From an optimization exercise on the open Yosys and OpenROAD flow, aimed at small area; shortcuts taken in it are not production practice. The RTL was checked by simulation tests, not by an equivalence proof against the original design. Power figures rest on the tool's default switching activity, not on a simulated workload.

**design.v**
```verilog
module sm (
  output reg [3:0] q,
  input [3:0] d,           
  input start,
  input stop,
  input CLK,
  input RSTN
  );
  always @(posedge CLK or negedge RSTN)
  begin
    if (!RSTN) begin
      q <= d;              
    end
    else begin
      casex ({q,start,stop})
      6'b0000_1_x: q <= 4'b0001;
      6'b0001_x_x: q <= 4'b0010;
      6'b0010_x_x: q <= 4'b0100;
      6'b0100_x_x: q <= 4'b1000;
      6'b1000_x_0: q <= 4'b0001;
      6'b1000_x_1: q <= 4'b0000;
      endcase
    end
  end
endmodule
module count16rle(
  output reg [15:0] q,
  input [15:0] def,     
  input [15:0] d,
  input load,
  input inc,
  input CLK,
  input RSTN
  );
  always @(posedge CLK or negedge RSTN)
  begin
    if (!RSTN) begin
      q <= def;         
    end
    else begin
      if (load) begin
        q <= d;
      end
      else if (inc) begin
        q <= q+1;
      end
    end
  end
endmodule
module reg16 (
  output reg [15:0] q,
  input [15:0] d,
  input load,
  input CLK,
  input RSTN
  );
  always @(posedge CLK or negedge RSTN)
  begin
    if (!RSTN) begin
      q <= 0;
    end
    else if (load) begin
      q <= d;
    end		
  end
endmodule
module regfile (
  output reg [15:0] q0,
  output reg [15:0] q1,
  output reg [15:0] q2,
  output reg [15:0] q3,
  output reg [15:0] q4,
  output reg [15:0] q5,
  output reg [15:0] q6,
  output reg [15:0] q7,
  input [15:0] d,
  input load,
  input [2:0] wsel,
  input CLK,
  input RSTN
  );
  always @(posedge CLK or negedge RSTN)
  begin
    if (!RSTN) begin
      {q0,q1,q2,q3,q4,q5,q6,q7} <= 128'b0;
    end
    else if (load) begin
      case (wsel)
      3'b000 : q0 <= d;
      3'b001 : q1 <= d;
      3'b010 : q2 <= d;
      3'b011 : q3 <= d;
      3'b100 : q4 <= d;
      3'b101 : q5 <= d;
      3'b110 : q6 <= d;
      3'b111 : q7 <= d;
      endcase
    end
  end
endmodule
module muxreg16 (
  output reg [15:0] q,
  input [15:0] d0,
  input [15:0] d1,
  input [15:0] d2,
  input [15:0] d3,
  input [15:0] d4,
  input [15:0] d5,
  input [15:0] d6,
  input [15:0] d7,
  input load,
  input [2:0] sel,
  input CLK,
  input RSTN
  );
  always @(posedge CLK or negedge RSTN)
  begin
    if (!RSTN) begin
      q <= 0;
    end
    else if (load) begin
      case (sel)
      3'b000 : q <= d0;
      3'b001 : q <= d1;
      3'b010 : q <= d2;
      3'b011 : q <= d3;
      3'b100 : q <= d4;
      3'b101 : q <= d5;
      3'b110 : q <= d6;
      3'b111 : q <= d7;
      endcase
    end		
  end
endmodule
module mul16 (input [15:0] a, input [15:0] b, output [15:0] y);
  wire p1;
  assign p1 = a[0] & b[0];
  wire p2;
  assign p2 = a[1] & b[0];
  wire p3;
  assign p3 = a[2] & b[0];
  wire p4;
  assign p4 = a[3] & b[0];
  wire p5;
  assign p5 = a[4] & b[0];
  wire p6;
  assign p6 = a[5] & b[0];
  wire p7;
  assign p7 = a[6] & b[0];
  wire p8;
  assign p8 = a[7] & b[0];
  wire p9;
  assign p9 = a[8] & b[0];
  wire p10;
  assign p10 = a[9] & b[0];
  wire p11;
  assign p11 = a[10] & b[0];
  wire p12;
  assign p12 = a[11] & b[0];
  wire p13;
  assign p13 = a[12] & b[0];
  wire p14;
  assign p14 = a[13] & b[0];
  wire p15;
  assign p15 = a[14] & b[0];
  wire p16;
  assign p16 = a[15] & b[0];
  wire p17;
  assign p17 = a[0] & b[1];
  wire p18;
  assign p18 = a[1] & b[1];
  wire p19;
  assign p19 = a[2] & b[1];
  wire p20;
  assign p20 = a[3] & b[1];
  wire p21;
  assign p21 = a[4] & b[1];
  wire p22;
  assign p22 = a[5] & b[1];
  wire p23;
  assign p23 = a[6] & b[1];
  wire p24;
  assign p24 = a[7] & b[1];
  wire p25;
  assign p25 = a[8] & b[1];
  wire p26;
  assign p26 = a[9] & b[1];
  wire p27;
  assign p27 = a[10] & b[1];
  wire p28;
  assign p28 = a[11] & b[1];
  wire p29;
  assign p29 = a[12] & b[1];
  wire p30;
  assign p30 = a[13] & b[1];
  wire p31;
  assign p31 = a[14] & b[1];
  wire p32;
  assign p32 = a[0] & b[2];
  wire p33;
  assign p33 = a[1] & b[2];
  wire p34;
  assign p34 = a[2] & b[2];
  wire p35;
  assign p35 = a[3] & b[2];
  wire p36;
  assign p36 = a[4] & b[2];
  wire p37;
  assign p37 = a[5] & b[2];
  wire p38;
  assign p38 = a[6] & b[2];
  wire p39;
  assign p39 = a[7] & b[2];
  wire p40;
  assign p40 = a[8] & b[2];
  wire p41;
  assign p41 = a[9] & b[2];
  wire p42;
  assign p42 = a[10] & b[2];
  wire p43;
  assign p43 = a[11] & b[2];
  wire p44;
  assign p44 = a[12] & b[2];
  wire p45;
  assign p45 = a[13] & b[2];
  wire p46;
  assign p46 = a[0] & b[3];
  wire p47;
  assign p47 = a[1] & b[3];
  wire p48;
  assign p48 = a[2] & b[3];
  wire p49;
  assign p49 = a[3] & b[3];
  wire p50;
  assign p50 = a[4] & b[3];
  wire p51;
  assign p51 = a[5] & b[3];
  wire p52;
  assign p52 = a[6] & b[3];
  wire p53;
  assign p53 = a[7] & b[3];
  wire p54;
  assign p54 = a[8] & b[3];
  wire p55;
  assign p55 = a[9] & b[3];
  wire p56;
  assign p56 = a[10] & b[3];
  wire p57;
  assign p57 = a[11] & b[3];
  wire p58;
  assign p58 = a[12] & b[3];
  wire p59;
  assign p59 = a[0] & b[4];
  wire p60;
  assign p60 = a[1] & b[4];
  wire p61;
  assign p61 = a[2] & b[4];
  wire p62;
  assign p62 = a[3] & b[4];
  wire p63;
  assign p63 = a[4] & b[4];
  wire p64;
  assign p64 = a[5] & b[4];
  wire p65;
  assign p65 = a[6] & b[4];
  wire p66;
  assign p66 = a[7] & b[4];
  wire p67;
  assign p67 = a[8] & b[4];
  wire p68;
  assign p68 = a[9] & b[4];
  wire p69;
  assign p69 = a[10] & b[4];
  wire p70;
  assign p70 = a[11] & b[4];
  wire p71;
  assign p71 = a[0] & b[5];
  wire p72;
  assign p72 = a[1] & b[5];
  wire p73;
  assign p73 = a[2] & b[5];
  wire p74;
  assign p74 = a[3] & b[5];
  wire p75;
  assign p75 = a[4] & b[5];
  wire p76;
  assign p76 = a[5] & b[5];
  wire p77;
  assign p77 = a[6] & b[5];
  wire p78;
  assign p78 = a[7] & b[5];
  wire p79;
  assign p79 = a[8] & b[5];
  wire p80;
  assign p80 = a[9] & b[5];
  wire p81;
  assign p81 = a[10] & b[5];
  wire p82;
  assign p82 = a[0] & b[6];
  wire p83;
  assign p83 = a[1] & b[6];
  wire p84;
  assign p84 = a[2] & b[6];
  wire p85;
  assign p85 = a[3] & b[6];
  wire p86;
  assign p86 = a[4] & b[6];
  wire p87;
  assign p87 = a[5] & b[6];
  wire p88;
  assign p88 = a[6] & b[6];
  wire p89;
  assign p89 = a[7] & b[6];
  wire p90;
  assign p90 = a[8] & b[6];
  wire p91;
  assign p91 = a[9] & b[6];
  wire p92;
  assign p92 = a[0] & b[7];
  wire p93;
  assign p93 = a[1] & b[7];
  wire p94;
  assign p94 = a[2] & b[7];
  wire p95;
  assign p95 = a[3] & b[7];
  wire p96;
  assign p96 = a[4] & b[7];
  wire p97;
  assign p97 = a[5] & b[7];
  wire p98;
  assign p98 = a[6] & b[7];
  wire p99;
  assign p99 = a[7] & b[7];
  wire p100;
  assign p100 = a[8] & b[7];
  wire p101;
  assign p101 = a[0] & b[8];
  wire p102;
  assign p102 = a[1] & b[8];
  wire p103;
  assign p103 = a[2] & b[8];
  wire p104;
  assign p104 = a[3] & b[8];
  wire p105;
  assign p105 = a[4] & b[8];
  wire p106;
  assign p106 = a[5] & b[8];
  wire p107;
  assign p107 = a[6] & b[8];
  wire p108;
  assign p108 = a[7] & b[8];
  wire p109;
  assign p109 = a[0] & b[9];
  wire p110;
  assign p110 = a[1] & b[9];
  wire p111;
  assign p111 = a[2] & b[9];
  wire p112;
  assign p112 = a[3] & b[9];
  wire p113;
  assign p113 = a[4] & b[9];
  wire p114;
  assign p114 = a[5] & b[9];
  wire p115;
  assign p115 = a[6] & b[9];
  wire p116;
  assign p116 = a[0] & b[10];
  wire p117;
  assign p117 = a[1] & b[10];
  wire p118;
  assign p118 = a[2] & b[10];
  wire p119;
  assign p119 = a[3] & b[10];
  wire p120;
  assign p120 = a[4] & b[10];
  wire p121;
  assign p121 = a[5] & b[10];
  wire p122;
  assign p122 = a[0] & b[11];
  wire p123;
  assign p123 = a[1] & b[11];
  wire p124;
  assign p124 = a[2] & b[11];
  wire p125;
  assign p125 = a[3] & b[11];
  wire p126;
  assign p126 = a[4] & b[11];
  wire p127;
  assign p127 = a[0] & b[12];
  wire p128;
  assign p128 = a[1] & b[12];
  wire p129;
  assign p129 = a[2] & b[12];
  wire p130;
  assign p130 = a[3] & b[12];
  wire p131;
  assign p131 = a[0] & b[13];
  wire p132;
  assign p132 = a[1] & b[13];
  wire p133;
  assign p133 = a[2] & b[13];
  wire p134;
  assign p134 = a[0] & b[14];
  wire p135;
  assign p135 = a[1] & b[14];
  wire p136;
  assign p136 = a[0] & b[15];
  wire s137;
  assign s137 = p14 ^ p29;
  wire c138;
  assign c138 = p14 & p29;
  wire s139;
  assign s139 = p15 ^ p30 ^ p44;
  wire c140;
  assign c140 = (p15 & p30) | (p15 & p44) | (p30 & p44);
  wire s141;
  assign s141 = p57 ^ p69;
  wire c142;
  assign c142 = p57 & p69;
  wire s143;
  assign s143 = p16 ^ p31 ^ p45;
  wire s144;
  assign s144 = p58 ^ p70 ^ p81;
  wire s145;
  assign s145 = p91 ^ p100;
  wire s146;
  assign s146 = p10 ^ p25;
  wire c147;
  assign c147 = p10 & p25;
  wire s148;
  assign s148 = p11 ^ p26 ^ p40;
  wire c149;
  assign c149 = (p11 & p26) | (p11 & p40) | (p26 & p40);
  wire s150;
  assign s150 = p53 ^ p65;
  wire c151;
  assign c151 = p53 & p65;
  wire s152;
  assign s152 = p12 ^ p27 ^ p41;
  wire c153;
  assign c153 = (p12 & p27) | (p12 & p41) | (p27 & p41);
  wire s154;
  assign s154 = p54 ^ p66 ^ p77;
  wire c155;
  assign c155 = (p54 & p66) | (p54 & p77) | (p66 & p77);
  wire s156;
  assign s156 = p87 ^ p96;
  wire c157;
  assign c157 = p87 & p96;
  wire s158;
  assign s158 = p13 ^ p28 ^ p42;
  wire c159;
  assign c159 = (p13 & p28) | (p13 & p42) | (p28 & p42);
  wire s160;
  assign s160 = p55 ^ p67 ^ p78;
  wire c161;
  assign c161 = (p55 & p67) | (p55 & p78) | (p67 & p78);
  wire s162;
  assign s162 = p88 ^ p97 ^ p105;
  wire c163;
  assign c163 = (p88 & p97) | (p88 & p105) | (p97 & p105);
  wire s164;
  assign s164 = p112 ^ p118;
  wire c165;
  assign c165 = p112 & p118;
  wire s166;
  assign s166 = s137 ^ p43 ^ p56;
  wire c167;
  assign c167 = (s137 & p43) | (s137 & p56) | (p43 & p56);
  wire s168;
  assign s168 = p68 ^ p79 ^ p89;
  wire c169;
  assign c169 = (p68 & p79) | (p68 & p89) | (p79 & p89);
  wire s170;
  assign s170 = p98 ^ p106 ^ p113;
  wire c171;
  assign c171 = (p98 & p106) | (p98 & p113) | (p106 & p113);
  wire s172;
  assign s172 = p119 ^ p124 ^ p128;
  wire c173;
  assign c173 = (p119 & p124) | (p119 & p128) | (p124 & p128);
  wire s174;
  assign s174 = c138 ^ s139 ^ s141;
  wire c175;
  assign c175 = (c138 & s139) | (c138 & s141) | (s139 & s141);
  wire s176;
  assign s176 = p80 ^ p90 ^ p99;
  wire c177;
  assign c177 = (p80 & p90) | (p80 & p99) | (p90 & p99);
  wire s178;
  assign s178 = p107 ^ p114 ^ p120;
  wire c179;
  assign c179 = (p107 & p114) | (p107 & p120) | (p114 & p120);
  wire s180;
  assign s180 = p125 ^ p129 ^ p132;
  wire c181;
  assign c181 = (p125 & p129) | (p125 & p132) | (p129 & p132);
  wire s182;
  assign s182 = c140 ^ c142 ^ s143;
  wire s183;
  assign s183 = s144 ^ s145 ^ p108;
  wire s184;
  assign s184 = p115 ^ p121 ^ p126;
  wire s185;
  assign s185 = p130 ^ p133 ^ p135;
  wire s186;
  assign s186 = p7 ^ p22;
  wire c187;
  assign c187 = p7 & p22;
  wire s188;
  assign s188 = p8 ^ p23 ^ p37;
  wire c189;
  assign c189 = (p8 & p23) | (p8 & p37) | (p23 & p37);
  wire s190;
  assign s190 = p50 ^ p62;
  wire c191;
  assign c191 = p50 & p62;
  wire s192;
  assign s192 = p9 ^ p24 ^ p38;
  wire c193;
  assign c193 = (p9 & p24) | (p9 & p38) | (p24 & p38);
  wire s194;
  assign s194 = p51 ^ p63 ^ p74;
  wire c195;
  assign c195 = (p51 & p63) | (p51 & p74) | (p63 & p74);
  wire s196;
  assign s196 = p84 ^ p93;
  wire c197;
  assign c197 = p84 & p93;
  wire s198;
  assign s198 = s146 ^ p39 ^ p52;
  wire c199;
  assign c199 = (s146 & p39) | (s146 & p52) | (p39 & p52);
  wire s200;
  assign s200 = p64 ^ p75 ^ p85;
  wire c201;
  assign c201 = (p64 & p75) | (p64 & p85) | (p75 & p85);
  wire s202;
  assign s202 = p94 ^ p102 ^ p109;
  wire c203;
  assign c203 = (p94 & p102) | (p94 & p109) | (p102 & p109);
  wire s204;
  assign s204 = c147 ^ s148 ^ s150;
  wire c205;
  assign c205 = (c147 & s148) | (c147 & s150) | (s148 & s150);
  wire s206;
  assign s206 = p76 ^ p86 ^ p95;
  wire c207;
  assign c207 = (p76 & p86) | (p76 & p95) | (p86 & p95);
  wire s208;
  assign s208 = p103 ^ p110 ^ p116;
  wire c209;
  assign c209 = (p103 & p110) | (p103 & p116) | (p110 & p116);
  wire s210;
  assign s210 = c149 ^ c151 ^ s152;
  wire c211;
  assign c211 = (c149 & c151) | (c149 & s152) | (c151 & s152);
  wire s212;
  assign s212 = s154 ^ s156 ^ p104;
  wire c213;
  assign c213 = (s154 & s156) | (s154 & p104) | (s156 & p104);
  wire s214;
  assign s214 = p111 ^ p117 ^ p122;
  wire c215;
  assign c215 = (p111 & p117) | (p111 & p122) | (p117 & p122);
  wire s216;
  assign s216 = c153 ^ c155 ^ c157;
  wire c217;
  assign c217 = (c153 & c155) | (c153 & c157) | (c155 & c157);
  wire s218;
  assign s218 = s158 ^ s160 ^ s162;
  wire c219;
  assign c219 = (s158 & s160) | (s158 & s162) | (s160 & s162);
  wire s220;
  assign s220 = s164 ^ p123 ^ p127;
  wire c221;
  assign c221 = (s164 & p123) | (s164 & p127) | (p123 & p127);
  wire s222;
  assign s222 = c159 ^ c161 ^ c163;
  wire c223;
  assign c223 = (c159 & c161) | (c159 & c163) | (c161 & c163);
  wire s224;
  assign s224 = c165 ^ s166 ^ s168;
  wire c225;
  assign c225 = (c165 & s166) | (c165 & s168) | (s166 & s168);
  wire s226;
  assign s226 = s170 ^ s172 ^ p131;
  wire c227;
  assign c227 = (s170 & s172) | (s170 & p131) | (s172 & p131);
  wire s228;
  assign s228 = c167 ^ c169 ^ c171;
  wire c229;
  assign c229 = (c167 & c169) | (c167 & c171) | (c169 & c171);
  wire s230;
  assign s230 = c173 ^ s174 ^ s176;
  wire c231;
  assign c231 = (c173 & s174) | (c173 & s176) | (s174 & s176);
  wire s232;
  assign s232 = s178 ^ s180 ^ p134;
  wire c233;
  assign c233 = (s178 & s180) | (s178 & p134) | (s180 & p134);
  wire s234;
  assign s234 = c175 ^ c177 ^ c179;
  wire s235;
  assign s235 = c181 ^ s182 ^ s183;
  wire s236;
  assign s236 = s184 ^ s185 ^ p136;
  wire s237;
  assign s237 = p5 ^ p20;
  wire c238;
  assign c238 = p5 & p20;
  wire s239;
  assign s239 = p6 ^ p21 ^ p35;
  wire c240;
  assign c240 = (p6 & p21) | (p6 & p35) | (p21 & p35);
  wire s241;
  assign s241 = p48 ^ p60;
  wire c242;
  assign c242 = p48 & p60;
  wire s243;
  assign s243 = s186 ^ p36 ^ p49;
  wire c244;
  assign c244 = (s186 & p36) | (s186 & p49) | (p36 & p49);
  wire s245;
  assign s245 = p61 ^ p72 ^ p82;
  wire c246;
  assign c246 = (p61 & p72) | (p61 & p82) | (p72 & p82);
  wire s247;
  assign s247 = c187 ^ s188 ^ s190;
  wire c248;
  assign c248 = (c187 & s188) | (c187 & s190) | (s188 & s190);
  wire s249;
  assign s249 = p73 ^ p83 ^ p92;
  wire c250;
  assign c250 = (p73 & p83) | (p73 & p92) | (p83 & p92);
  wire s251;
  assign s251 = c189 ^ c191 ^ s192;
  wire c252;
  assign c252 = (c189 & c191) | (c189 & s192) | (c191 & s192);
  wire s253;
  assign s253 = s194 ^ s196 ^ p101;
  wire c254;
  assign c254 = (s194 & s196) | (s194 & p101) | (s196 & p101);
  wire s255;
  assign s255 = c193 ^ c195 ^ c197;
  wire c256;
  assign c256 = (c193 & c195) | (c193 & c197) | (c195 & c197);
  wire s257;
  assign s257 = s198 ^ s200 ^ s202;
  wire c258;
  assign c258 = (s198 & s200) | (s198 & s202) | (s200 & s202);
  wire s259;
  assign s259 = c199 ^ c201 ^ c203;
  wire c260;
  assign c260 = (c199 & c201) | (c199 & c203) | (c201 & c203);
  wire s261;
  assign s261 = s204 ^ s206 ^ s208;
  wire c262;
  assign c262 = (s204 & s206) | (s204 & s208) | (s206 & s208);
  wire s263;
  assign s263 = c205 ^ c207 ^ c209;
  wire c264;
  assign c264 = (c205 & c207) | (c205 & c209) | (c207 & c209);
  wire s265;
  assign s265 = s210 ^ s212 ^ s214;
  wire c266;
  assign c266 = (s210 & s212) | (s210 & s214) | (s212 & s214);
  wire s267;
  assign s267 = c211 ^ c213 ^ c215;
  wire c268;
  assign c268 = (c211 & c213) | (c211 & c215) | (c213 & c215);
  wire s269;
  assign s269 = s216 ^ s218 ^ s220;
  wire c270;
  assign c270 = (s216 & s218) | (s216 & s220) | (s218 & s220);
  wire s271;
  assign s271 = c217 ^ c219 ^ c221;
  wire c272;
  assign c272 = (c217 & c219) | (c217 & c221) | (c219 & c221);
  wire s273;
  assign s273 = s222 ^ s224 ^ s226;
  wire c274;
  assign c274 = (s222 & s224) | (s222 & s226) | (s224 & s226);
  wire s275;
  assign s275 = c223 ^ c225 ^ c227;
  wire c276;
  assign c276 = (c223 & c225) | (c223 & c227) | (c225 & c227);
  wire s277;
  assign s277 = s228 ^ s230 ^ s232;
  wire c278;
  assign c278 = (s228 & s230) | (s228 & s232) | (s230 & s232);
  wire s279;
  assign s279 = c229 ^ c231 ^ c233;
  wire s280;
  assign s280 = s234 ^ s235 ^ s236;
  wire s281;
  assign s281 = p4 ^ p19;
  wire c282;
  assign c282 = p4 & p19;
  wire s283;
  assign s283 = s237 ^ p34 ^ p47;
  wire c284;
  assign c284 = (s237 & p34) | (s237 & p47) | (p34 & p47);
  wire s285;
  assign s285 = c238 ^ s239 ^ s241;
  wire c286;
  assign c286 = (c238 & s239) | (c238 & s241) | (s239 & s241);
  wire s287;
  assign s287 = c240 ^ c242 ^ s243;
  wire c288;
  assign c288 = (c240 & c242) | (c240 & s243) | (c242 & s243);
  wire s289;
  assign s289 = c244 ^ c246 ^ s247;
  wire c290;
  assign c290 = (c244 & c246) | (c244 & s247) | (c246 & s247);
  wire s291;
  assign s291 = c248 ^ c250 ^ s251;
  wire c292;
  assign c292 = (c248 & c250) | (c248 & s251) | (c250 & s251);
  wire s293;
  assign s293 = c252 ^ c254 ^ s255;
  wire c294;
  assign c294 = (c252 & c254) | (c252 & s255) | (c254 & s255);
  wire s295;
  assign s295 = c256 ^ c258 ^ s259;
  wire c296;
  assign c296 = (c256 & c258) | (c256 & s259) | (c258 & s259);
  wire s297;
  assign s297 = c260 ^ c262 ^ s263;
  wire c298;
  assign c298 = (c260 & c262) | (c260 & s263) | (c262 & s263);
  wire s299;
  assign s299 = c264 ^ c266 ^ s267;
  wire c300;
  assign c300 = (c264 & c266) | (c264 & s267) | (c266 & s267);
  wire s301;
  assign s301 = c268 ^ c270 ^ s271;
  wire c302;
  assign c302 = (c268 & c270) | (c268 & s271) | (c270 & s271);
  wire s303;
  assign s303 = c272 ^ c274 ^ s275;
  wire c304;
  assign c304 = (c272 & c274) | (c272 & s275) | (c274 & s275);
  wire s305;
  assign s305 = c276 ^ c278 ^ s279;
  wire s306;
  assign s306 = p3 ^ p18;
  wire c307;
  assign c307 = p3 & p18;
  wire s308;
  assign s308 = s281 ^ p33 ^ p46;
  wire c309;
  assign c309 = (s281 & p33) | (s281 & p46) | (p33 & p46);
  wire s310;
  assign s310 = c282 ^ s283 ^ p59;
  wire c311;
  assign c311 = (c282 & s283) | (c282 & p59) | (s283 & p59);
  wire s312;
  assign s312 = c284 ^ s285 ^ p71;
  wire c313;
  assign c313 = (c284 & s285) | (c284 & p71) | (s285 & p71);
  wire s314;
  assign s314 = c286 ^ s287 ^ s245;
  wire c315;
  assign c315 = (c286 & s287) | (c286 & s245) | (s287 & s245);
  wire s316;
  assign s316 = c288 ^ s289 ^ s249;
  wire c317;
  assign c317 = (c288 & s289) | (c288 & s249) | (s289 & s249);
  wire s318;
  assign s318 = c290 ^ s291 ^ s253;
  wire c319;
  assign c319 = (c290 & s291) | (c290 & s253) | (s291 & s253);
  wire s320;
  assign s320 = c292 ^ s293 ^ s257;
  wire c321;
  assign c321 = (c292 & s293) | (c292 & s257) | (s293 & s257);
  wire s322;
  assign s322 = c294 ^ s295 ^ s261;
  wire c323;
  assign c323 = (c294 & s295) | (c294 & s261) | (s295 & s261);
  wire s324;
  assign s324 = c296 ^ s297 ^ s265;
  wire c325;
  assign c325 = (c296 & s297) | (c296 & s265) | (s297 & s265);
  wire s326;
  assign s326 = c298 ^ s299 ^ s269;
  wire c327;
  assign c327 = (c298 & s299) | (c298 & s269) | (s299 & s269);
  wire s328;
  assign s328 = c300 ^ s301 ^ s273;
  wire c329;
  assign c329 = (c300 & s301) | (c300 & s273) | (s301 & s273);
  wire s330;
  assign s330 = c302 ^ s303 ^ s277;
  wire c331;
  assign c331 = (c302 & s303) | (c302 & s277) | (s303 & s277);
  wire s332;
  assign s332 = c304 ^ s305 ^ s280;
  wire [15:0] r0 = {c331, c329, c327, c325, c323, c321, c319, c317, c315, c313, c311, c309, c307, s306, p2, p1};
  wire [15:0] r1 = {s332, s330, s328, s326, s324, s322, s320, s318, s316, s314, s312, s310, s308, p32, p17, 1'b0};
  assign y = r0 + r1;
endmodule
module cpu (
  output [7:0]  led,
  output [15:0] seg0,
  output [15:0] seg1,
  output [15:0] seg2,
  output [15:0] seg3,
  output [15:0] seg4,
  output [15:0] seg5,
  output [15:0] seg6,
  output [15:0] seg7,
  output [15:0] seg8,
  output [15:0] seg9,
  output [15:0] sega,
  output [15:0] segb,
  output [15:0] segc,
  output [15:0] segd,
  output [15:0] sege,
  output [15:0] segf,
  output [7:0]  imem_addr,
  input  [15:0] imem_rdata,
  output [7:0]  dmem_addr,
  output [15:0] dmem_wdata,
  output        dmem_we,
  input  [15:0] dmem_rdata,
  input  start,
  input  stop,
  input  CLK,
  input  RSTN
  );
  reg  [3:0]  ph3;
  reg  [15:0] pc3, ir3, sr1_3, sr2_3, alu3, dr3;
  reg  [15:0] r3 [0:7];
  always @(posedge CLK or negedge RSTN) begin
    if (!RSTN)
      ph3 <= 4'b0010;
    else if (ph3 == 4'b0000)
      ph3 <= start ? 4'b0001 : 4'b0000;
    else if (ph3 == 4'b1000)
      ph3 <= stop ? 4'b0000 : 4'b0001;
    else
      ph3 <= {ph3[2:0], 1'b0};
  end
  wire c3_00   = (ir3[15:14] == 2'b00);
  wire c3_ld   = c3_00 && (ir3[7:0] == 8'b00000001);
  wire c3_st   = (ir3[15:11] == 5'b00000) && (ir3[4:0] == 5'b00000);
  wire c3_add  = c3_00 && (ir3[4:0] == 5'b00010);
  wire c3_cmp  = c3_00 && (ir3[4:0] == 5'b00100);
  wire c3_mlt  = c3_00 && (ir3[4:0] == 5'b00101);
  wire c3_addi = (ir3[15:14] == 2'b11);
  wire c3_li   = (ir3[15:14] == 2'b01) && (ir3[10:8] == 3'b000);
  wire c3_b    = (ir3[15:8] == 8'b10000000);
  wire c3_bnz  = (ir3[15:11] == 5'b10001);
  wire c3_bz   = (ir3[15:11] == 5'b10010);
  wire c3_br   = c3_b | c3_bnz | c3_bz;
  wire c3_wreg = c3_ld | c3_add | c3_cmp | c3_mlt | c3_addi | c3_li;
  wire [15:0] imm3  = {{8{ir3[7]}}, ir3[7:0]};
  wire        sr1z3 = (sr1_3 == 16'h0000);
  wire [15:0] ax3   = c3_br ? pc3 : c3_cmp ? ~sr1_3 : sr1_3;
  wire [15:0] ay3   = (c3_add | c3_cmp) ? sr2_3 : imm3;
  wire [17:0] add3  = {1'b0, ax3, 1'b1} + {1'b0, ay3, c3_cmp};
  wire [15:0] sum3  = add3[16:1];
  wire        gt3   = !add3[17];
  wire [15:0] mul3;
  wire [15:0] d3    = c3_ld ? dr3 : alu3;
  mul16 m3 (.a(sr1_3), .b(sr2_3), .y(mul3));
  always @(posedge CLK or negedge RSTN) begin
    if (!RSTN) begin
      alu3 <= 16'h0000;
    end else begin
      if (c3_addi | c3_add | c3_b | (c3_bz & sr1z3) | (c3_bnz & !sr1z3))
        alu3 <= sum3;
      else if (c3_bz | c3_bnz)
        alu3 <= pc3;
      else if (c3_li)
        alu3 <= imm3;
      else if (c3_cmp)
        alu3 <= {16{gt3}};
      else if (c3_mlt)
        alu3 <= mul3;
    end
  end
  always @(posedge CLK or negedge RSTN) begin
    if (!RSTN) begin
      pc3 <= 16'h0000;
      ir3 <= 16'h0000;
      sr1_3 <= 16'h0000;
      sr2_3 <= 16'h0000;
      dr3 <= 16'h0000;
    end else begin
      if (ph3[3] & c3_br)
        pc3 <= alu3;
      else if (ph3[0])
        pc3 <= pc3 + 16'd1;
      if (ph3[0])
        ir3 <= imem_rdata;
      if (ph3[1]) begin
        sr1_3 <= r3[ir3[10:8]];
        sr2_3 <= r3[ir3[7:5]];
      end
      if (ph3[2] & c3_ld)
        dr3 <= dmem_rdata;
    end
  end
  genvar g;
  generate
    for (g = 0; g < 8; g = g + 1) begin : rf3
      always @(posedge CLK or negedge RSTN) begin
        if (!RSTN)
          r3[g] <= 16'h0000;
        else if (ph3[3] && c3_wreg && (ir3[13:11] == g))
          r3[g] <= d3;
      end
    end
  endgenerate
  assign led  = {4'b0000, ph3};
  assign seg0 = r3[0];
  assign seg1 = r3[1];
  assign seg2 = r3[2];
  assign seg3 = r3[3];
  assign seg4 = r3[4];
  assign seg5 = r3[5];
  assign seg6 = r3[6];
  assign seg7 = r3[7];
  assign seg8 = pc3;
  assign seg9 = ir3;
  assign sega = sr1_3;
  assign segb = sr2_3;
  assign segc = alu3;
  assign segd = d3;
  assign sege = 16'h0000;
  assign segf = 16'h0000;
  wire [3:0]  ph0, ph1, ph2;
  wire [7:0]  pc0, pc1, pc2;
  wire [15:0] ir0, ir1, ir2;
  wire [15:0] ra0, ra1, ra2, rb0, rb1, rb2;
  wire        alu0, alu1, alu2;         
  wire        dst0, dst1, dst2;         
  wire        dld0, dld1, dld2;         
  wire        done0, done1, done2;      
  reg  [2:0]  msel;                     
  reg  [2:0]  asel;                     
  reg         ldbus;                    
  wire [2:0]  sel = msel | asel;
  wire [15:0] res;                      
  wire        taken;                    
  hcore #(.PH(4'b0000), .PC(8'd8), .DONE(1'b0), .IRRST(1'b0)) hc0 (
    .ph(ph0), .pc(pc0), .ir(ir0), .ra(ra0), .rb(rb0), .isalu(alu0), .isst(dst0), .isld(dld0),
    .done(done0), .sel(sel[0]), .asel(asel[0]), .wd(wd), .taken(taken),
    .imem_rdata(imem_rdata),
    .start(start), .stop(stop), .CLK(CLK), .RSTN(RSTN));
  hcore #(.PH(4'b1000), .PC(8'd16), .DONE(1'b1), .IRRST(1'b0)) hc1 (
    .ph(ph1), .pc(pc1), .ir(ir1), .ra(ra1), .rb(rb1), .isalu(alu1), .isst(dst1), .isld(dld1),
    .done(done1), .sel(sel[1]), .asel(asel[1]), .wd(wd), .taken(taken),
    .imem_rdata(imem_rdata),
    .start(start), .stop(stop), .CLK(CLK), .RSTN(RSTN));
  hcore #(.PH(4'b0100), .PC(8'd24), .DONE(1'b1), .IRRST(1'b1)) hc2 (
    .ph(ph2), .pc(pc2), .ir(ir2), .ra(ra2), .rb(rb2), .isalu(alu2), .isst(dst2), .isld(dld2),
    .done(done2), .sel(sel[2]), .asel(asel[2]), .wd(wd), .taken(taken),
    .imem_rdata(imem_rdata),
    .start(start), .stop(stop), .CLK(CLK), .RSTN(RSTN));
  wire st0 = ph0[2] & dst0, st1 = ph1[2] & dst1, st2 = ph2[2] & dst2, st3 = ph3[2] & c3_st;
  wire anyst = st0 | st1 | st2 | st3;
  wire nst0 = ph0[1] & dst0, nst1 = ph1[1] & dst1, nst2 = ph2[1] & dst2, nst3 = ph3[1] & c3_st;
  wire nld0 = ph0[1] & dld0, nld1 = ph1[1] & dld1, nld2 = ph2[1] & dld2;
  wire nanyst = nst0 | nst1 | nst2 | nst3;
  wire nm0 = nst0 | (!nanyst & nld0);
  wire nm1 = !nm0 & (nst1 | (!nanyst & nld1));
  wire nm2 = !nm0 & !nm1 & (nst2 | (!nanyst & nld2));
  wire nmslot = nm0 | nm1 | nm2;
  wire nldany = nld0 | nld1 | nld2;
  wire nbusy  = nmslot | nldany;
  wire ialu = (imem_rdata[15:14] == 2'b11)
            | ((imem_rdata[15:14] == 2'b01) & (imem_rdata[10:8] == 3'b000))
            | ((imem_rdata[15:14] == 2'b00) & ((imem_rdata[4:0] == 5'b00010)
                                             | (imem_rdata[4:0] == 5'b00100)
                                             | (imem_rdata[4:0] == 5'b00101)))
            | (imem_rdata[15:8] == 8'b10000000)
            | (imem_rdata[15:11] == 5'b10001)
            | (imem_rdata[15:11] == 5'b10010);
  wire pj0 = alu0 & !done0 & !asel[0];
  wire pj1 = alu1 & !done1 & !asel[1];
  wire pj2 = alu2 & !done2 & !asel[2];
  wire nw0 = ph0[2] & pj0, nw1 = ph1[2] & pj1, nw2 = ph2[2] & pj2;
  wire ne0 = ph0[1] & pj0, ne1 = ph1[1] & pj1, ne2 = ph2[1] & pj2;
  wire nr0 = ph0[0] & ialu, nr1 = ph1[0] & ialu, nr2 = ph2[0] & ialu;
  wire nanyw = nw0 | nw1 | nw2;
  wire nanye = ne0 | ne1 | ne2;
  wire nu0 = nanyw ? nw0 : nanye ? ne0 : nr0;
  wire nu1 = nanyw ? nw1 : nanye ? ne1 : nr1;
  wire nu2 = nanyw ? nw2 : nanye ? ne2 : nr2;
  always @(posedge CLK or negedge RSTN) begin
    if (!RSTN) begin
      msel <= 3'b100;     
      asel <= 3'b000;
      ldbus <= 1'b0;
    end else begin
      msel <= {nm2, nm1, nm0};
      asel <= {!nbusy & !nu0 & !nu1 & nu2, !nbusy & !nu0 & nu1, !nbusy & nu0};
      ldbus <= nldany;
    end
  end
  wire [15:0] a  = ra0 | ra1 | ra2;
  wire [15:0] b  = rb0 | rb1 | rb2;
  wire [15:0] ir = ({16{sel[0]}} & ir0) | ({16{sel[1]}} & ir1) | ({16{sel[2]}} & ir2);
  wire [7:0]  pc = ({8{sel[0]}} & pc0) | ({8{sel[1]}} & pc1) | ({8{sel[2]}} & pc2);
  wire        s_add = (ir[15:14] == 2'b00) && (ir[4:0] == 5'b00010);
  wire        s_cmp = (ir[15:14] == 2'b00) && (ir[4:0] == 5'b00100);
  wire        s_mlt = (ir[15:14] == 2'b00) && (ir[4:0] == 5'b00101);
  wire        s_li  = (ir[15:14] == 2'b01);
  wire        s_br  = (ir[15:14] == 2'b10);
  wire        az    = (a == 16'h0000);
  wire [15:0] ax    = s_br ? {8'h00, pc} : s_li ? 16'h0000 : s_cmp ? ~a : a;
  wire [15:0] ay    = (s_add | s_cmp) ? b : {{8{ir[7]}}, ir[7:0]};
  wire [17:0] add   = {1'b0, ax, 1'b1} + {1'b0, ay, s_cmp};
  wire [15:0] sum   = add[16:1];
  wire        co    = add[17];
  wire [15:0] mul;
  mul16 ms (.a(a), .b(b), .y(mul));
  assign res   = s_mlt ? mul : s_cmp ? {16{!co}} : sum;
  wire [15:0] wd = ldbus ? dmem_rdata : res;
  assign taken = (ir[12:11] == 2'b00) | (ir[11] & !az) | (ir[12] & az);
  assign imem_addr  = ph0[0] ? pc0 : ph1[0] ? pc1 : ph2[0] ? pc2 : pc3[7:0];
  assign dmem_we    = anyst;
  assign dmem_addr  = (msel != 3'b000) ? a[7:0] : sr1_3[7:0];
  assign dmem_wdata = (st0 | st1 | st2) ? b : sr2_3;
endmodule
module hcore #(
  parameter [3:0] PH = 4'b0000,    
  parameter [7:0] PC = 8'd0,       
  parameter       DONE = 1'b0,     
  parameter       IRRST = 1'b0     
  ) (
  output reg [3:0] ph,
  output reg [7:0] pc,
  output [15:0] ir,
  output [15:0] ra,           
  output [15:0] rb,           
  output        isalu,        
  output        isst,         
  output        isld,         
  output reg    done,         
  input         sel,
  input         asel,
  input  [15:0] wd,           
  input         taken,
  input  [15:0] imem_rdata,
  input  start,
  input  stop,
  input  CLK,
  input  RSTN
  );
  reg  [15:0] r [0:7];
  reg  [7:0]  vld;
  reg  [4:0]  irh;      
  reg  [5:0]  irm;      
  reg  [4:0]  irl;      
  assign ir = {irh, irm, irl};
  always @(posedge CLK or negedge RSTN) begin
    if (!RSTN)
      ph <= PH;
    else if (ph == 4'b0000)
      ph <= start ? 4'b0001 : 4'b0000;
    else if (ph == 4'b1000)
      ph <= stop ? 4'b0000 : 4'b0001;
    else
      ph <= {ph[2:0], 1'b0};
  end
  wire i00  = (ir[15:14] == 2'b00);
  assign isld = i00 && (ir[7:0] == 8'b00000001);
  assign isst = (ir[15:11] == 5'b00000) && (ir[4:0] == 5'b00000);
  wire iswr = (i00 && ((ir[4:0] == 5'b00010) || (ir[4:0] == 5'b00100) || (ir[4:0] == 5'b00101)))
            || (ir[15:14] == 2'b11)
            || ((ir[15:14] == 2'b01) && (ir[10:8] == 3'b000));
  wire isbr = (ir[15:8] == 8'b10000000) || (ir[15:11] == 5'b10001) || (ir[15:11] == 5'b10010);
  assign isalu = iswr | isbr;
  wire [2:0] ia = ir[10:8];
  wire [2:0] ib = ir[7:5];
  wire [2:0] id = ir[13:11];
  reg [15:0] ra_r, rb_r;
  integer i;
  always @* begin
    ra_r = 16'h0000;
    rb_r = 16'h0000;
    for (i = 0; i < 8; i = i + 1) begin
      ra_r = ra_r | ({16{sel & vld[i] & (ia == i)}} & r[i]);
      rb_r = rb_r | ({16{sel & vld[i] & (ib == i)}} & r[i]);
    end
  end
  assign ra = ra_r;
  assign rb = rb_r;
  wire        wld = ph[2] & isld;
  wire        we  = wld | (asel & iswr);
  genvar g;
  generate
    for (g = 0; g < 8; g = g + 1) begin : rf
      always @(posedge CLK) begin
        if (we && (id == g))
          r[g] <= wd;
      end
    end
  endgenerate
  always @(posedge CLK) begin
    if (ph[0])
      irm <= imem_rdata[10:5];
  end
  generate
    if (IRRST) begin : irr
      always @(posedge CLK or negedge RSTN) begin
        if (!RSTN) begin
          irh <= 5'b00000;
          irl <= 5'b00000;
        end else if (ph[0]) begin
          irh <= imem_rdata[15:11];
          irl <= imem_rdata[4:0];
        end
      end
    end else begin : irn
      always @(posedge CLK) begin
        if (ph[0]) begin
          irh <= imem_rdata[15:11];
          irl <= imem_rdata[4:0];
        end
      end
    end
  endgenerate
  always @(posedge CLK or negedge RSTN) begin
    if (!RSTN) begin
      vld  <= 8'h00;
      done <= DONE;
      pc   <= PC;
    end else begin
      if (we)
        vld[id] <= 1'b1;
      if (ph[0])
        done <= 1'b0;
      else if (asel)
        done <= 1'b1;
      if (ph[0])
        pc <= pc + 8'd1;
      else if (asel & isbr & taken)
        pc <= wd[7:0];
    end
  end
endmodule
```
**flow/run.sh**
```bash
#!/bin/bash
# The standard layout, with two changes:
#  - port buffers are the smallest buffer cell (buf_1) instead of the
#    cell buffer_ports picks by default (clkdlybuf4s50_1); every input and
#    output still gets its own buffer;
#  - clock tree synthesis inserts no dummy loads.
set -euo pipefail
bash standard.sh \
  "BUFFER_PORTS_ARGS=-buffer_cell sky130_fd_sc_hd__buf_1" \
  "CTS_ARGS=-sink_clustering_enable -repair_clock_nets -dont_use_dummy_load" \
  finish > flow_make.log 2>&1
```
**standard.sh**
```bash
#!/bin/bash
# synth_recipe.tcl (not shown) runs the flow's synth.tcl, then flattens the netlist and writes it again
# the make line also repeats each setting of config.mk as NAME=value (left out here)
make -C /OpenROAD-flow-scripts/flow DESIGN_CONFIG=/design/flow/config.mk WORK_HOME=/design/flow/orfs CLKGATE_MAP_FILE= SYNTH_SCRIPT=/design/flow/synth_recipe.tcl "${@:-finish}"
```
**config.mk**
```make
export PLATFORM = sky130hd
export DESIGN_NAME = cpu
export DESIGN_NICKNAME = cpu
export VERILOG_FILES = /design/flow/design.v
export SDC_FILE = /design/flow/constraint.sdc
export NUM_CORES = 4
export LEC_CHECK = 0
export CAP_MARGIN = 10
export CORE_MARGIN = 2
export CORE_UTILIZATION = 45
export PLACE_DENSITY = 0.6
export SETUP_SLACK_MARGIN = 0.1
export SLEW_MARGIN = 10
```
**constraint.sdc**
```tcl
create_clock -name core_clock -period 8.0 [get_ports {CLK}]
set_input_delay 1.6000 -clock core_clock [delete_from_list [all_inputs] [get_ports {CLK}]]
set_output_delay 1.6000 -clock core_clock [all_outputs]
set_load 0.01 [all_outputs]
```
==> results.tsv, run 1 <==
metric	value	unit
finalSetupViolations	0	
hold-path-cell-count	0	
htreeDepth	3	
pin_count	333	
cp-start-kind	register	
grt_pass1_wl	284000	um
synth_seq_area_share	46.0	%
max_stage_delay	0.54	ns
core	0.0980	mm^2
min_path_type	register to register	
wl_met1	81700	um
viasPerCell	6.63	
dieArea	0.101	mm^2
slew_violations	0	
worstSkewPairLatency	0.69	ns
final_cell_mix	edfxtp_1 (422), nand2_1 (376), nor2_1 (358), inv_1 (303), buf_1 (295)	
mostFrequentLayoutCell	edfxtp_1	
worstPathCellList	nor2b_1 > and3_1 > buf_4 > a222oi_1 > nand4_1 > or3_4 > and2_1 > fa_1 > inv_1 > fa_1 > fa_1 > fa_1 > fa_1 > xor2_1 > xnor2_1 > xnor2_1 > xnor2_1 > xnor3_1 > xnor2_2 > xnor3_1 > xnor2_1 > nor2_1 > o31ai_4 > buf_12	
routed.top_layer	met5	
grt_max_degree	83	
holdCritStartpoint	hc0.ph[0]$_DFF_PN0_	
cts_sinks	730	
overflow	0	
fin_crit_sh	96.4	%
final-seq-area	0.0204	mm^2
worstPathRequired	8.44	ns
placed_cell_area	0.0478	mm^2
vias	39253	
final_layout_size_suffix_gt1_share	11.3	%
r2r-start	hc1.irm[0]$_DFFE_PP_	
multi_input_area	0.0219	mm^2
holdBufCountCts	0	
drt_wl_total	202000	um
synth-edff-count	422	
min_period	7.72	ns
wl_per_cell	34.1	um
finish.utilization	51.1	%
maxCapViolations	0	
crit_type	register to register	
rsz0062_at_grt	false	
crit_top_cell	fa_1	
syn_inst	4277	
dp_cells	5821	
syn-cell-area	0.0443	mm^2
start_util	45.3	%
root_buffer	clkbuf_16	
ys_seq_elements	730	
tightest_slew	1.29	ns
fmax	130	MHz
outcome	no timing/DRC/antenna violations	
min_to	hc0.ph[1]$_DFF_PN0_	
fillers	8940	
synth_async_sr_flop_share	42.2	%
die_w	318	um
synth_cell_types	106	
wl_met3	23300	um
clock_skew	0.104	ns
cts_buffer_depth	3	
hold_viol	0	
antenna_found_initial	5	
area_delta_synth_final	12.9	%
finalNonFillerCells	5921	
fin_area	0.0501	mm^2
grt_pass1_vias	37316	
gr-usage-all-layers	39.3	%
dpl.hpwl	147000	um
ys_warn_count	8	
numCtsBuffers	83	
postSynthAreaPerCell	10.4	um^2
cts_tree	yes	
cp_data_arrival_time	8.15	ns
worst_r2r_endpoint	hc1.r[2][15]$_DFFE_PP_	
num_rows	115	
setup_tns	0	ns
ant_nets	0	
die_y	318	um
dr.pass1.iters	9	
slowest_stage	fa_1	
clkTransAtPathRegs	0.06	ns
met2_length	85800	um
nets	4936	
remaining_drc_errors	0	
critPathMaxFanout	24	
drt_iter0_markers	6138	
cp_num_buf_inv	3	
vdd_drop_max	320	uV
hold_ws	0.403	ns
r2r_setup_slack	0.28	ns
r2r_cells	24	
critPathTopFamily	adder cells	
power_density	444	mW/mm^2
p_leak	0.0202	uW
port_buffers	296	
place_congestion	0.996	
endpoint_kind	register	
slew_headroom	11.2	%
yosys_most_used_dff	edfxtp_1	
-- layout make-up --
type / count / share of cell area [%]
well taps: 1287 / 3.22
diodes: 4 / 0.0200
multi-input cells: 2983 / 43.7
inverters: 308 / 2.31
repair buffers: 526 / 5.87
clock buffers: 83 / 4.15
flip-flops and latches: 730 / 40.7
-- power by group --
| group | total, uW | switching (uW) | leakage, uW | internal (uW) |
|---|---|---|---|---|
| registers | 7460 | 1330 | 0.00768 | 6130 |
| clock network | 3270 | 1460 | 0.00102 | 1810 |
| logic | 11500 | 7730 | 0.0115 | 3760 |
| total | 22200 | 10500 | 0.0202 | 11700 |
-- worst max-delay path by stage --
stage / endpoint / from / depth (start not counted) / slack (ns)
final: hc1.r[2][15]$_DFFE_PP_ / hc1.irm[0]$_DFFE_PP_ / 24 / 0.28
after global routing: hc2.r[3][14]$_DFFE_PP_ / msel[0]$_DFF_PN0_ / 26 / 0.07
after CTS: hc1.r[2][15]$_DFFE_PP_ / asel[1]$_DFF_PN0_ / 24 / 0.11
after detailed placement: hc0.r[5][15]$_DFFE_PP_ / msel[2]$_DFF_PN1_ / 22 / 0.20
after global placement: hc0.r[5][15]$_DFFE_PP_ / msel[2]$_DFF_PN1_ / 22 / 0.29
after floorplan: hc0.r[0][14]$_DFFE_PP_ / msel[1]$_DFF_PN0_ / 26 / 0.29
-- cell usage after synthesis, types with 13 or more instances --
cell type  instances  area, um^2
xnor2_1           88         771
mux2_2            45         507
mux4_2            26         586
buf_2             26         130
a21oi_1          253        1270
a222oi_1          66         661
a22oi_1          191        1430
nand4_1           87         544
edfxtp_1         422       12700
xor2_1            60         526
fa_1             160        3200
buf_1             18        67.6
o21a_1            13        97.6
or3_1             17         106
and4_1            34         298
and2_1           121         757
a31oi_1           15        93.8
a21o_1            54         405
nor4_1            22         138
clkbuf_1         206         773
mux2i_1           58         581
ha_1             108        1350
nor2b_1           38         238
o22ai_1           14        87.6
a221oi_1          30         263
and3_1            95         594
nand2b_1          16         100
buf_4             37         278
inv_1            304        1140
nor3_1            46         230
o21ai_0          198         991
a22o_1            25         219
nor2_1           361        1360
nand2_1          376        1410
o211ai_1          24         180
o221ai_1          17         149
nand3_1           78         390
dfrtp_1          298        7460
a2111oi_0         14         123
-- per-layer routing --
metal / track usage, % / up-vias
met5: 0 / -
met4: 17.5 / 6
met3: 8.92 / 562
met2: 58.0 / 2863
met1: 55.3 / 19697
li1: - / 16125
-- state kept, by name, summed over array words and instances, names as in the netlist, 8 cells and up --
name,flops
ir3,16
sr2_3,16
hc1.pc,8
hc0.pc,8
dr3,16
hc2.vld,8
r3,128
hc1.vld,8
hc0.r,128
hc0.vld,8
hc2.pc,8
alu3,16
hc1.r,128
sr1_3,16
hc2.r,128
pc3,16
-- kinds of logic (layout without fill, tap and decap cells) --
group	Yosys count	count (layout)	synth area share (%)
AO/OA/AOI/OAI	1044	1044	16.2
flip-flops	730	730	46.0
buffers and inverters	599	917	5.52
other	1	40	0.00846
multiplexers	129	129	3.77
adder cells (fa/ha/maj)	268	268	10.3
XOR/XNOR	152	152	3.11
AND/OR/NAND/NOR	1354	1354	15.1
-- through the flow --
step                power, uW  setup slack (ns)
floorplan               13500             0.286
global placement        18500             0.292
detailed placement      18600             0.203
CTS                     21900             0.105
global route            23200            0.0671
finish                  22200             0.284
-- what timing repair did --
item / in CTS / in global routing
buffers inserted: 0 / 13
endpoints found under the setup margin: 7 / 68
pin swaps: 0 / 5
resized for setup: 1 / 42
==> run 2: changes to the inputs <==
==> flow/run.sh (replaced) <==
#!/bin/bash
# The standard layout, with three changes:
#  - port buffers are the smallest buffer cell (buf_1) instead of the
#    cell buffer_ports picks by default (clkdlybuf4s50_1); every input and
#    output still gets its own buffer;
#  - timing-driven global placement uses its resizer runs only to weight
#    nets (GPL_KEEP_OVERFLOW=0 keeps none of their buffers); the later
#    repair steps still fix every electrical and timing violation;
#  - clock tree synthesis inserts no dummy loads.
set -euo pipefail
bash standard.sh \
  "BUFFER_PORTS_ARGS=-buffer_cell sky130_fd_sc_hd__buf_1" \
  "GPL_KEEP_OVERFLOW=0" \
  "CTS_ARGS=-sink_clustering_enable -repair_clock_nets -dont_use_dummy_load" \
  finish > flow_make.log 2>&1
==> run 2 against run 1 <==
  * Via count is 0.77% lower
  * Global-route usage down 1.4 points
  * Non-clock buffer count fell by 96
  * Design area grew 0.40%
  * Still clean
  * Fmax is 0.46% lower
  * Sequential cell count stayed put
  * Synthesized cell count stayed put
==> results.tsv, run 2 <==
metric	value	unit
grt_pass1_wl	277000	um
mostFrequentLayoutCell	edfxtp_1	
fillers	8863	
finalSetupViolations	0	
cts_buffer_depth	3	
viasPerCell	6.69	
nets	4841	
drt_wl_total	195000	um
pin_count	333	
clock_skew	0.0733	ns
syn-cell-area	0.0443	mm^2
grt_max_degree	65	
grt_pass1_vias	37002	
fin_ws	0.249	ns
ant_nets	0	
tightest_slew	1.26	ns
use_met3	9.85	%
dieArea	0.101	mm^2
port_buffers	296	
holdCritStartpoint	hc2.ph[2]$_DFF_PN1_	
slew_headroom	13.4	%
met2_usage	55.2	%
final_layout_size_suffix_gt1_share	11.1	%
clkTransAtPathRegs	0.05	ns
final-seq-area	0.0204	mm^2
r2r-start	asel[2]$_DFF_PN0_	
start_util	45.3	%
yosys_most_used_dff	edfxtp_1	
synth-edff-count	422	
overflow	0	
fmax	129	MHz
cp_data_arrival_time	8.25	ns
slew_violations	0	
cts_tree	yes	
ys_warn_count	8	
multi_input_area	0.0223	mm^2
fin_crit_sh	96.9	%
final_cell_mix	edfxtp_1 (422), nand2_1 (374), nor2_1 (352), inv_1 (301), buf_1 (295)	
critPathMaxFanout	13	
gr-usage-all-layers	37.9	%
drt_iter0_markers	6481	
power_density	447	mW/mm^2
synthTopCellsByArea	edfxtp_1 (29%), dfrtp_1 (17%), fa_1 (7.2%), a22oi_1 (3.2%), nand2_1 (3.2%)	
vdd_drop_max	312	uV
die_w	318	um
maxCapViolations	0	
endpoint_kind	register	
die_y	318	um
vias	38951	
cts_sinks	730	
crit_type	register to register	
num_rows	115	
dp_cells	5663	
min_path_type	register to register	
htreeDepth	3	
hold_viol	0	
outcome	no timing/DRC/antenna violations	
r2r_cells	26	
worstSkewPairLatency	0.68	ns
remaining_drc_errors	0	
cp-start-kind	register	
pre_cts_ws	-1.63	ns
synth_top_area_share	28.6	%
synth_async_sr_flop_share	42.2	%
min_to	hc2.ph[3]$_DFF_PN0_	
grt_use_met1	52.7	%
worstPathRequired	8.49	ns
worst_r2r_endpoint	hc1.r[2][15]$_DFFE_PP_	
core	0.0980	mm^2
root_buffer	clkbuf_16	
numCtsBuffers	83	
finalNonFillerCells	5826	
area_delta_synth_final	13.4	%
wl_per_cell	33.6	um
synth_top_area_cell	edfxtp_1	
dpl.hpwl	136000	um
dr.pass1.iters	13	
postSynthAreaPerCell	10.4	um^2
r2r_setup_slack	0.25	ns
min_period	7.75	ns
rsz0062_at_grt	false	
synth_cell_types	106	
antenna_found_initial	9	
synth_common_cells	edfxtp_1 (422), nand2_1 (376), nor2_1 (361), inv_1 (304), dfrtp_1 (298)	
busiest_layer	met2	
place_congestion	0.984	
synth_most_common_cell	edfxtp_1	
syn_inst	4277	
ys_seq_elements	730	
hold-path-cell-count	0	
p_leak	0.0199	uW
synth_seq_area_share	46.0	%
holdBufCountCts	0	
-- run 2: cells by family (layout without fill, tap and decap cells) --
group,after synthesis,count (layout),share of synthesized area [%]
other cells,1,40,0.00846
compound gates,1044,1045,16.2
buf+inv,599,821,5.52
fa+ha+maj,268,268,10.3
simple gates,1354,1354,15.1
flops,730,730,46.0
mux,129,129,3.77
xor+xnor,152,152,3.11
-- run 2: routing by layer --
layer	routed length (um)	part of all wire (%)	vias to the layer above
li1	-	-	15942
met1	76600	39	19479
met2	82600	42	2923
met3	25000	13	601
met4	11300	5.8	6
met5	42	0.021	-
-- run 2: through the flow --
| step | power, uW | cell area [um^2] | hold WS [ns] | TNS [ns] | utilization (%) |
|---|---|---|---|---|---|
| finish | 22500 | 50300 | 0.456 | 0 | 51.3 |
| global placement | 17700 | 45900 | 0.445 | -4697.02 | 46.9 |
| floorplan | 13500 | 44500 | 0.442 | 0 | - |
| global route | 23400 | 50300 | 0.457 | 0 | 51.3 |
| detailed placement | 18500 | 47100 | 0.445 | -83.49 | 48.1 |
| CTS | 22000 | 49700 | 0.447 | 0 | 50.7 |
-- run 2: what timing repair did --
item / in CTS / in global routing
setup buffers: 25 / 49
setup endpoints to repair: 146 / 93
gates resized for setup: 79 / 52
pin swaps: 10 / 13
gates cloned: 1 / 0
-- run 2: area by class of cell --
type	count	share of cell area (%)
repair buffers	430	5.27
diodes	4	0.0199
multi-input cells	2984	44.4
flip-flops and latches	730	40.6
inverters	308	2.33
clock buffers	83	4.13
well taps	1287	3.20
-- run 2: report_power, final --
group          internal, uW  switching [uW]  total, uW
clock                  1810            1480       3290
sequential             6140            1640       7770
combinational          3930            7470      11400
-- run 2: worst max-delay path: stages, from the launching register on --
cell        delay, ns
dfrtp_2          0.49
o21bai_1         0.35
nor3_4           0.14
buf_4            0.23
a2111oi_2        0.61
nand3_1          0.19
a2111oi_2        0.38
nand3_4          0.35
clkinvlp_4       0.37
nor2_1           0.11
fa_1             0.54
inv_1            0.05
fa_1             0.44
fa_1             0.51
inv_1            0.05
fa_1             0.40
ha_1             0.33
or2_2            0.33
a21oi_1          0.15
a31oi_1          0.08
a21o_1           0.21
a21oi_1          0.40
xnor2_2          0.19
nor2_4           0.06
buf_4            0.17
o31ai_4          0.25
buf_12           0.18
-- run 2: worst max-delay path by stage --
| stage | slack (ns) | end | startpoint |
|---|---|---|---|
| 3_3_place_gp | -10.92 | pc3[8]$_DFFE_PN0P_ | RSTN |
| 3_5_place_dp | -1.63 | hc1.r[2][15]$_DFFE_PP_ | hc1.irm[5]$_DFFE_PP_ |
| 2_1_floorplan | 0.29 | hc0.r[0][14]$_DFFE_PP_ | msel[1]$_DFF_PN0_ |
| 6_report | 0.25 | hc1.r[2][15]$_DFFE_PP_ | asel[2]$_DFF_PN0_ |
| 5_1_grt | 0.09 | hc0.r[2][15]$_DFFE_PP_ | hc2.irm[5]$_DFFE_PP_ |
| 4_1_cts | 0.10 | hc0.r[2][15]$_DFFE_PP_ | hc1.irm[3]$_DFFE_PP_ |
==> run 3: changes to the inputs <==
==> flow/run.sh (replaced) <==
#!/bin/bash
# The standard layout, with three changes:
#  - port buffers are the smallest buffer cell (buf_1) instead of the
#    cell buffer_ports picks by default (clkdlybuf4s50_1); every input and
#    output still gets its own buffer;
#  - clock tree synthesis inserts no dummy loads;
#  - clock tree synthesis clusters up to 30 sinks per leaf buffer.
set -euo pipefail
bash standard.sh \
  "BUFFER_PORTS_ARGS=-buffer_cell sky130_fd_sc_hd__buf_1" \
  "CTS_ARGS=-sink_clustering_enable -repair_clock_nets -dont_use_dummy_load -sink_clustering_size 30 -sink_clustering_max_diameter 80" \
  finish > flow_make.log 2>&1
==> run 3 against run 2 <==
  * Die area stayed put
  * Critical path depth is 2 lower
  * Combinational power hardly changed
  * Via count is 0.24% higher
  * Wire length is 2.9% higher
  * First-iteration DRC count is 1.2% lower
  * Sequential cell count stayed put
  * Non-clock buffer count is 102 higher
  * Critical path type unchanged
  * Critical endpoint is now hc0.r[3][15]$_DFFE_PP_
  * Highest routed layer unchanged
==> results.tsv, run 3 <==
metric	value	unit
outcome	no timing/DRC/antenna violations	
synth_cell_types	106	
yosys_most_used_dff	edfxtp_1	
remaining_drc_errors	0	
p_leak	0.0197	uW
wl_per_cell	34.2	um
tightest_slew	1.26	ns
synth-edff-count	422	
final_layout_size_suffix_gt1_share	10.5	%
grt_pass1_wl	282000	um
dieArea	0.101	mm^2
holdBufCountCts	0	
vias	39043	
setup_tns	0	ns
vdd_drop_max	420	uV
multi_input_area	0.0219	mm^2
port_buffers	296	
total_power	21200	uW
syn-cell-area	0.0443	mm^2
critPathTopFamily	adder cells	
cp-start-kind	register	
start_util	45.3	%
pin_count	333	
dr.pass1.iters	8	
cp_data_arrival_time	8.26	ns
cts_sinks	730	
maxCapViolations	0	
synth_most_common_cell	edfxtp_1	
synth_top_area_share	28.6	%
mostFrequentLayoutCell	edfxtp_1	
clkTransAtPathRegs	0.12	ns
synth-compound-area-share	16.2	%
worstPathCellList	nor2b_1 > and3_1 > buf_4 > a222oi_1 > nand4_1 > or3_1 > and2_1 > fa_1 > inv_1 > fa_1 > fa_1 > fa_1 > fa_1 > xor2_1 > xnor2_1 > xnor2_1 > xnor2_1 > xnor3_1 > xnor2_2 > xnor3_1 > xnor2_1 > nor2_1 > o31ai_4 > buf_12	
worstSkewPairLatency	0.69	ns
min_period	7.77	ns
synth-adder-area-share	10.3	%
synthTopCellsByArea	edfxtp_1 (29%), dfrtp_1 (17%), fa_1 (7.2%), a22oi_1 (3.2%), nand2_1 (3.2%)	
rsz0062_at_grt	false	
min_path_type	register to register	
cp_num_buf_inv	3	
synth_seq_area_share	46.0	%
nets	4901	
ys_warn_count	8	
die_w	318	um
endpoint_kind	register	
power_density	432	mW/mm^2
synth_mux_area_share	3.77	%
syn_inst	4277	
die_y	318	um
placed_cell_area	0.0478	mm^2
dpl.hpwl	147000	um
fillers	9019	
area_delta_synth_final	10.7	%
drt_wl_total	201000	um
finalSetupViolations	0	
htreeDepth	2	
worstPathRequired	8.50	ns
cts_buffer_depth	3	
grt_max_degree	83	
r2r_setup_slack	0.23	ns
critPathMaxFanout	24	
crit_top_cell	fa_1	
place_congestion	0.996	
clock_skew	0.143	ns
core	0.0980	mm^2
synthXorXnorAreaFrac	3.11	%
slew_violations	0	
antenna_found_initial	10	
synth_simple_gate_area_share	15.1	%
hold_viol	0	
synth_top_area_cell	edfxtp_1	
max_stage_delay	0.56	ns
gr-usage-all-layers	39.0	%
numCtsBuffers	42	
synth_top_family_by_area	compound AO/OA/AOI/OAI gates	
synth_async_sr_flop_share	42.2	%
root_buffer	clkbuf_16	
slowest_stage	or3_1	
ant_nets	0	
num_rows	115	
crit_type	register to register	
grt_pass1_vias	36850	
slew_headroom	13.8	%
final-seq-area	0.0204	mm^2
ys_seq_elements	730	
synth_common_cells	edfxtp_1 (422), nand2_1 (376), nor2_1 (361), inv_1 (304), dfrtp_1 (298)	
drt_iter0_markers	6402	
fin_area	0.0491	mm^2
final_cell_mix	edfxtp_1 (422), nand2_1 (376), nor2_1 (358), inv_1 (303), buf_1 (295)	
cts_tree	yes	
postSynthAreaPerCell	10.4	um^2
fin_crit_sh	97.1	%
viasPerCell	6.63	
overflow	0	
fmax	129	MHz
run 3: what timing repair did:
action,in CTS,in global routing
resized for setup,0,38
endpoints found under the setup margin,0,70
buffers inserted,0,19
run 3: metal layers:
layer  vias up  GRT usage (%)  routed length, um
met5         -              0                 63
met4        10           16.5              10600
met3       524           7.74              22000
met2      2769           57.9              86000
met1     19690           55.8              82500
li1      16050              -                  -
run 3: final timing paths:
kind	start	end	depth (start not counted)
setup reg to reg	hc1.irm[0]$_DFFE_PP_	hc0.r[3][15]$_DFFE_PP_	24
max in group asynchronous	RSTN	dr3[11]$_DFFE_PN0P_	3
hold reg to reg	hc2.ph[0]$_DFF_PN0_	hc2.ph[1]$_DFF_PN0_	0
hold / removal	hc2.ph[0]$_DFF_PN0_	hc2.ph[1]$_DFF_PN0_	0
setup / recovery	hc1.irm[0]$_DFFE_PP_	hc0.r[3][15]$_DFFE_PP_	24
min in group asynchronous	RSTN	hc2.irh[4]$_DFFE_PN0P_	1
run 3: cell families (layout without fill, tap and decap cells):
kind of cell             count (synthesis)  after routing
AO/OA/AOI/OAI                         1044           1044
XOR/XNOR                               152            152
adder cells (fa/ha/maj)                268            268
buffers and inverters                  599            882
flip-flops                             730            730
multiplexers                           129            129
other                                    1             43
AND/OR/NAND/NOR                       1354           1354
run 3: metrics by stage:
stage / hold WS, ns / setup slack, ns / instances / utilization, %
global placement: 0.386 / 0.292 / 5821 / 48.8
finish: 0.367 / 0.233 / 5889 / 50.1
CTS: 0.366 / 0.108 / 5863 / 49.9
detailed placement: 0.390 / 0.203 / 5821 / 48.8
floorplan: 0.442 / 0.286 / 4312 / -
global route: 0.375 / 0.0918 / 5885 / 50.1
run 3: layout make-up:
class | instances | share of cell area, %
Antenna cell | 7 | 0.0357
Clock buffer | 42 | 2.14
Inverter | 308 | 2.36
Multi-Input combinational cell | 2983 | 44.5
Sequential cell | 730 | 41.6
Tap cell | 1287 | 3.28
Timing Repair Buffer | 532 | 6.08
run 3: power breakdown:
group	leakage (uW)	internal, uW	switching, uW
registers	0.00768	6120	1330
logic	0.0115	3770	7770
clock network	0.000518	935	1270
total	0.0197	10800	10400
==> run 4: changes to the inputs <==
--- a/config.mk
+++ b/config.mk
@@ -7,7 +7,7 @@
 export LEC_CHECK = 0
 export CAP_MARGIN = 10
 export CORE_MARGIN = 2
-export CORE_UTILIZATION = 45
-export PLACE_DENSITY = 0.6
+export CORE_UTILIZATION = 60
+export PLACE_DENSITY = 0.75
 export SETUP_SLACK_MARGIN = 0.1
 export SLEW_MARGIN = 10
==> run 4 against run 3 <==
  * Sequential power about the same
  * Critical path type unchanged
  * Critical path depth increased by 2
  * Register-to-register slack improved by 0.04 ns
  * Fmax increased by 0.57%
  * Final cell count decreased by 5.8%
  * Largest cell class unchanged
  * Combinational power about the same
  * Clock-buffer cell count decreased by 5
  * Synthesized area unchanged
  * Die area decreased by 25%
==> results.tsv, run 4 <==
metric	value	unit
outcome	no timing/DRC/antenna violations	
syn_inst	4277	
tightest_slew	1.36	ns
setup.worst_path.end	hc1.r[2][14]$_DFFE_PP_	
fin_area	0.0485	mm^2
synth_seq_area_share	46.0	%
postSynthAreaPerCell	10.4	um^2
dr.pass1.iters	20	
synth_common_cells	edfxtp_1 (422), nand2_1 (376), nor2_1 (361), inv_1 (304), dfrtp_1 (298)	
mostFrequentLayoutCell	edfxtp_1	
clkTransAtPathRegs	0.11	ns
worst_r2r_endpoint	hc1.r[2][14]$_DFFE_PP_	
die_y	276	um
r2r_cells	26	
cp-startpoint	asel[0]$_DFF_PN0_	
synth_top_area_share	28.6	%
antenna_found_initial	4	
port_buffers	296	
grt_max_degree	152	
synth_async_sr_flop_share	42.2	%
placed_cell_area	0.0475	mm^2
place_congestion	1.07	
fmax	129	MHz
p_leak	0.0197	uW
root_buffer	clkbuf_16	
dieArea	0.0761	mm^2
drt_wl_total	191000	um
synth_top_area_cell	edfxtp_1	
clock_skew	0.144	ns
worstSkewPairLatency	0.66	ns
synth_most_common_cell	edfxtp_1	
htreeDepth	2	
finalSetupViolations	0	
worstPathRequired	8.33	ns
endpoint_kind	register	
viasPerCell	7.19	
pin_count	333	
ys_warn_count	8	
slew_headroom	8.16	%
critPathMaxFanout	24	
maxCapViolations	0	
cp_data_arrival_time	8.06	ns
dp_cells	5500	
final_cell_mix	edfxtp_1 (422), nand2_1 (376), nor2_1 (358), inv_1 (303), buf_1 (295)	
synth-edff-count	422	
cts_buffer_depth	3	
synth_cell_types	106	
numCtsBuffers	37	
fin_crit_sh	96.5	%
setup_tns	0	ns
ys_seq_elements	730	
start_util	60.7	%
grt_pass1_vias	37541	
cts_sinks	730	
overflow	0	
hold_viol	0	
syn-cell-area	0.0443	mm^2
holdBufCountCts	0	
final_layout_size_suffix_gt1_share	9.98	%
remaining_drc_errors	0	
r2r-start	asel[0]$_DFF_PN0_	
r2r_setup_slack	0.28	ns
cts_tree	yes	
die_w	276	um
num_rows	99	
crit_type	register to register	
nets	4894	
min_period	7.72	ns
dpl.hpwl	139000	um
area_delta_synth_final	9.46	%
vias	39914	
run 4: per-layer routing:
layer / up-vias / share of wire [%] / global-route usage, %
li1: 16023 / - / -
met3: 801 / 17 / 19.5
met1: 19275 / 36 / 69.2
met4: 4 / 6.7 / 24.3
met5: - / 0.014 / 0
met2: 3811 / 40 / 68.0
run 4: power breakdown:
group / internal, uW / switching (uW) / leakage [uW]
clock: 830 / 1220 / 0.000456
combinational: 3780 / 7860 / 0.0115
sequential: 6120 / 1350 / 0.00769
run 4: cell type report:
type                    count  area, um^2
fillers                  5776       24500
repair buffers            530        3050
clock buffers              37         926
inverters                 308        1160
flip-flops and latches    730       20400
multi-input cells        2983       21800
well taps                 959        1200
diodes                      1        2.50
run 4: cell families after synthesis:
group | Yosys count | share of synthesized area [%]
fa+ha+maj | 268 | 10.3
mux | 129 | 3.77
simple gates | 1354 | 15.1
buf+inv | 599 | 5.52
compound gates | 1044 | 16.2
flops | 730 | 46.0
other cells | 1 | 0.00846
xor+xnor | 152 | 3.11
run 4: metrics by stage:
| step | hold WS, ns | util (%) | total power [uW] | worst slack, ns |
|---|---|---|---|---|
| global route | 0.460 | 66.4 | 22000 | 0.0971 |
| finish | 0.423 | 66.4 | 21200 | 0.277 |
| floorplan | 0.442 | - | 13500 | 0.286 |
| detailed placement | 0.413 | 65.0 | 18500 | 0.350 |
| global placement | 0.391 | 65.0 | 18300 | 0.434 |
| CTS | 0.430 | 66.2 | 20500 | 0.260 |
run 4: how the worst min path moves through the flow:
stage | startpoint | end | slack, ns | cells past startpoint
detailed placement | hc0.ph[0]$_DFF_PN0_ | hc0.ph[1]$_DFF_PN0_ | 0.41 | 0
floorplan | hc2.vld[1]$_DFFE_PN0P_ | hc2.vld[1]$_DFFE_PN0P_ | 0.44 | 1
global route | hc0.ph[0]$_DFF_PN0_ | hc0.ph[1]$_DFF_PN0_ | 0.46 | 0
CTS | hc0.ph[0]$_DFF_PN0_ | hc0.ph[1]$_DFF_PN0_ | 0.43 | 0
finish | hc0.ph[0]$_DFF_PN0_ | hc0.ph[1]$_DFF_PN0_ | 0.42 | 0
global placement | hc0.ph[0]$_DFF_PN0_ | hc0.ph[1]$_DFF_PN0_ | 0.39 | 0
run 4: critical path, cell delays in order, from the launching register on:
cell and delay (ns):
dfrtp_1 0.49, o21ba_2 0.36, and3_1 0.31, buf_4 0.23, a2111oi_0 0.36, and4_1 0.29
nand4_1 0.35, inv_1 0.43, nor2_1 0.13, fa_1 0.55, inv_1 0.05, fa_1 0.47
fa_1 0.51, inv_1 0.04, ha_1 0.33, a21oi_1 0.21, nor2b_1 0.08, o21a_1 0.19
o21a_1 0.17, o21a_1 0.17, or4_1 0.43, a41o_1 0.23, a21oi_1 0.17, xor2_1 0.37
buf_4 0.19, a221oi_2 0.08, buf_12 0.21
run 4: what timing repair did:
action | 4_1_cts | 5_1_grt
gates resized for setup | 0 | 25
endpoints found under the setup margin | 0 | 48
setup buffers | 0 | 10

Re-timed with assumed drivers on the ports (clkbuf_16 on the clock, buf_2 on other inputs), run 4 has 0.277 ns of setup slack against 0.277 ns with ideal ports, and 0.277 ns once port delays also move by the mid clock arrival of 0.663 ns.
